Context: an optimization exercise on an open-source flow, tuned for small area. The choices shown serve that exercise and are no tape-out recipe. In this exercise RTL edits were held to simulation tests only and were not proved equivalent to the original. Power and IR drop assume default switching activity.

==> inputs of cedar <==
## br_compositor
module br_compositor(
	input wire clk,
	input wire [ 3: 0] status,
	input wire video_on,
	input wire [ 9: 0] pixel_x, pixel_y,
	input wire btn_pos, mycar_pos, explode_pos, game_over_pos, score_pos,
	input wire btn_visible, explode_visible,
	input wire obstacle_pos0, obstacle_pos1, obstacle_pos2, obstacle_pos3, obstacle_pos4,
	input wire digit_pos0, digit_pos1, digit_pos2, digit_pos3,
	input wire [31:0] scroll,
	input wire [11:0] back_data, btn_data, side_data, mycar_data, explode_data, game_over_data, score_data,
	input wire [11:0] obstacle_data0, obstacle_data1, obstacle_data2, obstacle_data3, obstacle_data4,
	input wire [11:0] digit_data0, digit_data1, digit_data2, digit_data3,
	output reg [ 3: 0] red, green, blue
	);
	wire [3:0] red_c, green_c, blue_c;
	Renderer render_unit (
		.status(status), .video_on(video_on),
		.pixel_x(pixel_x), .pixel_y(pixel_y),
		.btn_pos(btn_pos), .mycar_pos(mycar_pos), .explode_pos(explode_pos),
		.game_over_pos(game_over_pos), .score_pos(score_pos),
		.btn_visible(btn_visible), .explode_visible(explode_visible),
		.obstacle_pos0(obstacle_pos0), .obstacle_pos1(obstacle_pos1), .obstacle_pos2(obstacle_pos2),
		.obstacle_pos3(obstacle_pos3), .obstacle_pos4(obstacle_pos4),
		.digit_pos0(digit_pos0), .digit_pos1(digit_pos1), .digit_pos2(digit_pos2), .digit_pos3(digit_pos3),
		.scroll(scroll),
  ...
clock: 40.0 ns
lec_check: 0
cap_margin: 10
core_margin: 2
core_utilization: 40
cts_buf_list: sky130_fd_sc_hd__clkbuf_4
cts_cluster_diameter: 500
cts_cluster_size: 30
gpl_timing_driven: 0
slew_margin: 10
standard.sh (not shown) runs the stock make flow with config.mk's settings and CLKGATE_MAP_FILE= SYNTH_SCRIPT=/design/flow/synth_recipe.tcl, a recipe that flattens the netlist after the stock synthesis.
==> flow/flow/run.sh <==
#!/bin/bash
# The standard layout (standard.sh) with three changes:
#  - synthesis skips the quick ABC pre-mapping inside Yosys's "synth -run fine:"
#    (synth -noabc), so extract_fa sees the RTL's adder structure and leaves no
#    inverters around the full adders;
#  - the final ABC mapping uses the area-oriented script flow/area.abc
#    (the standard flow's synthesis script otherwise unchanged: same passes, flatten, rename);
#  - the port buffers use the smallest buffer cell.
set -euo pipefail
W=$(pwd)
sed -e "s|^\(\s*\)log_cmd abc {\*}\$abc_args|\1log_cmd abc -script $W/flow/area.abc {*}[lrange \$abc_args 2 end]|" \
    -e "s|-run fine: {\*}\$synth_full_args|-run fine: -noabc {*}\$synth_full_args|" \
  "$FLOW_HOME/scripts/synth.tcl" > "$W/synth_custom.tcl"
grep -q "flow/area.abc" "$W/synth_custom.tcl"
grep -q "run fine: -noabc" "$W/synth_custom.tcl"
sed "s|\$::env(SCRIPTS_DIR)/synth.tcl|$W/synth_custom.tcl|" "$W/synth_recipe.tcl" > "$W/synth_recipe_custom.tcl"
grep -q "synth_custom.tcl" "$W/synth_recipe_custom.tcl"
bash standard.sh "SYNTH_SCRIPT=$W/synth_recipe_custom.tcl" \
  "BUFFER_PORTS_ARGS=-buffer_cell sky130_fd_sc_hd__buf_1" finish > "$W/make_finish.log" 2>&1
==> flow/flow/area.abc <==
strash
&get -n
&st
&dc2
&dch -f
&nf -R 1000
&put
mfs2 -a
strash
&get -n
&st
&dch -f
&nf -R 1000
&put
topo
==> nickel (differences from cedar) <==
--- a/flow/design.v
+++ b/flow/design.v
@@ -220,26 +220,24 @@
 	wire p5 = v5;
 	wire p4 = !v5 && v4;
 	wire p3 = !v5 && !v4 && v3;
 	wire p2 = !v5 && !v4 && !v3 && v2;
 	wire p1 = !v5 && !v4 && !v3 && !v2 && v1;
 	wire p0 = !v5 && !v4 && !v3 && !v2 && !v1 && v0;
+	wire [11:0] prm = ({12{p5}} & digit_data3) | ({12{p4}} & digit_data2) | ({12{p3}} & digit_data1) |
+	                  ({12{p2}} & digit_data0) | ({12{p1}} & score_data)  | ({12{p0}} & game_over_data);
 	wire prm_black = (p5 && z5) || (p4 && z4) || (p3 && z3) || (p2 && z2) || (p1 && z1) || (p0 && z0);
 	wire btn_sel = btn_pos && btn_visible && (btn_data != 12'hfff);
 	wire st_prep  = video_on && (status == 4'b1000);
 	wire st_act   = video_on && (status == 4'b0100);
 	wire st_pause = video_on && (status == 4'b0010);
 	wire st_term  = video_on && term;
 	wire sel_back = st_prep && !btn_sel;
 	wire sel_btn  = st_prep && btn_sel;
 	wire sel_dim  = st_pause || (st_term && (!layer0 || prm_black));
 	wire sel_prm  = st_term && layer0;
-	wire t5 = sel_prm && p5, t4 = sel_prm && p4, t3 = sel_prm && p3;
-	wire t2 = sel_prm && p2, t1 = sel_prm && p1, t0 = sel_prm && p0;
 	wire [11:0] c = ({12{sel_back}} & back_data) | ({12{sel_btn}} & btn_data) |
-	                ({12{st_act}} & scene) | ({12{sel_dim}} & dim) |
-	                ({12{t5}} & digit_data3) | ({12{t4}} & digit_data2) | ({12{t3}} & digit_data1) |
-	                ({12{t2}} & digit_data0) | ({12{t1}} & score_data)  | ({12{t0}} & game_over_data);
+	                ({12{st_act}} & scene) | ({12{sel_dim}} & dim) | ({12{sel_prm}} & prm);
 	assign red   = c[3:0];
 	assign green = c[7:4];
 	assign blue  = c[11:8];
 endmodule
==> flow/flow/run.sh (replaced) <==
#!/bin/bash
set -euo pipefail
bash standard.sh "BUFFER_PORTS_ARGS=-buffer_cell sky130_fd_sc_hd__buf_1" finish > make_finish.log 2>&1
CAP_MARGIN = 20   (was 10)
CTS_BUF_LIST = default   (was sky130_fd_sc_hd__clkbuf_4)
CTS_CLUSTER_DIAMETER = default   (was 500)
CTS_CLUSTER_SIZE = default   (was 30)
GPL_TIMING_DRIVEN = default   (was 0)
SLEW_MARGIN = 20   (was 10)
removed: flow/flow/area.abc
==> zinc (differences from cedar) <==
--- a/flow/design.v
+++ b/flow/design.v
@@ -220,26 +220,24 @@
 	wire p5 = v5;
 	wire p4 = !v5 && v4;
 	wire p3 = !v5 && !v4 && v3;
 	wire p2 = !v5 && !v4 && !v3 && v2;
 	wire p1 = !v5 && !v4 && !v3 && !v2 && v1;
 	wire p0 = !v5 && !v4 && !v3 && !v2 && !v1 && v0;
+	wire [11:0] prm = ({12{p5}} & digit_data3) | ({12{p4}} & digit_data2) | ({12{p3}} & digit_data1) |
+	                  ({12{p2}} & digit_data0) | ({12{p1}} & score_data)  | ({12{p0}} & game_over_data);
 	wire prm_black = (p5 && z5) || (p4 && z4) || (p3 && z3) || (p2 && z2) || (p1 && z1) || (p0 && z0);
 	wire btn_sel = btn_pos && btn_visible && (btn_data != 12'hfff);
 	wire st_prep  = video_on && (status == 4'b1000);
 	wire st_act   = video_on && (status == 4'b0100);
 	wire st_pause = video_on && (status == 4'b0010);
 	wire st_term  = video_on && term;
 	wire sel_back = st_prep && !btn_sel;
 	wire sel_btn  = st_prep && btn_sel;
 	wire sel_dim  = st_pause || (st_term && (!layer0 || prm_black));
 	wire sel_prm  = st_term && layer0;
-	wire t5 = sel_prm && p5, t4 = sel_prm && p4, t3 = sel_prm && p3;
-	wire t2 = sel_prm && p2, t1 = sel_prm && p1, t0 = sel_prm && p0;
 	wire [11:0] c = ({12{sel_back}} & back_data) | ({12{sel_btn}} & btn_data) |
-	                ({12{st_act}} & scene) | ({12{sel_dim}} & dim) |
-	                ({12{t5}} & digit_data3) | ({12{t4}} & digit_data2) | ({12{t3}} & digit_data1) |
-	                ({12{t2}} & digit_data0) | ({12{t1}} & score_data)  | ({12{t0}} & game_over_data);
+	                ({12{st_act}} & scene) | ({12{sel_dim}} & dim) | ({12{sel_prm}} & prm);
 	assign red   = c[3:0];
 	assign green = c[7:4];
 	assign blue  = c[11:8];
 endmodule
==> flow/flow/run.sh (replaced) <==
#!/bin/bash
# The standard layout (standard.sh) with two changes:
#  - synthesis maps with the area-oriented ABC script flow/area.abc (the standard flow's
#    synthesis script otherwise unchanged: same passes, flatten and rename);
#  - the port buffers use the smallest buffer cell.
set -euo pipefail
W=$(pwd)
sed "s|^\(\s*\)log_cmd abc {\*}\$abc_args|\1log_cmd abc -script $W/flow/area.abc {*}[lrange \$abc_args 2 end]|" \
  "$FLOW_HOME/scripts/synth.tcl" > "$W/synth_custom.tcl"
grep -q "flow/area.abc" "$W/synth_custom.tcl"
sed "s|\$::env(SCRIPTS_DIR)/synth.tcl|$W/synth_custom.tcl|" "$W/synth_recipe.tcl" > "$W/synth_recipe_custom.tcl"
grep -q "synth_custom.tcl" "$W/synth_recipe_custom.tcl"
bash standard.sh "SYNTH_SCRIPT=$W/synth_recipe_custom.tcl" \
  "BUFFER_PORTS_ARGS=-buffer_cell sky130_fd_sc_hd__buf_1" finish > "$W/make_finish.log" 2>&1
==> flow/flow/area.abc (replaced) <==
strash
&get -n
&st
&dch -f
&nf -R 1000
&put
mfs2
strash
&get -n
&st
&dch -f
&nf -R 1000
&put
topo
CAP_MARGIN = 20   (was 10)
CTS_CLUSTER_DIAMETER = default   (was 500)
CTS_CLUSTER_SIZE = default   (was 30)
GPL_TIMING_DRIVEN = default   (was 0)
SLEW_MARGIN = 20   (was 10)
==> results.txt <==
Combinational power: cedar is smaller than nickel (about 10%).
First-iteration DRC count: nickel > cedar > zinc.
Against zinc, the clock-buffer cell count of nickel is higher by 1.
cedar passed the timing, design-rule and antenna checks. nickel went through all stages and came out clean. zinc completed with no timing, DRC or antenna violations.
Setup slack, lowest first: nickel, cedar, zinc.
Design area, lowest first: cedar, zinc, nickel.
In cedar the via count is lower than in nickel, by about 10%.

what the ideal ports hide:
Ports are ideal in the flow. The routed layouts listed here were re-timed in OpenROAD. Step 1: set_driving_cell puts a clkbuf_16 on clk and a buf_2 on each other input, an assumption about the parent block. Step 2 times the ports against the registers' clock, not the clock port: input delays grow and output delays shrink by t, the midpoint of the rising clock arrivals with the driver on. Three values: no drivers, after step 1, after step 2; two values: the first two.
run	t, ns	setup WS [ns]	cell pins on the clock port's net
cedar	0.302	24.953 / 24.949 / 24.647	1
nickel	0.263	24.335 / 24.340 / 24.078	1
zinc	0.303	25.278 / 25.273 / 24.970	1
After both steps setup and hold are still met in every run listed. The setup slack of zinc, which loses most, moves by -0.005 ns with the drivers and by -0.308 ns with both steps.
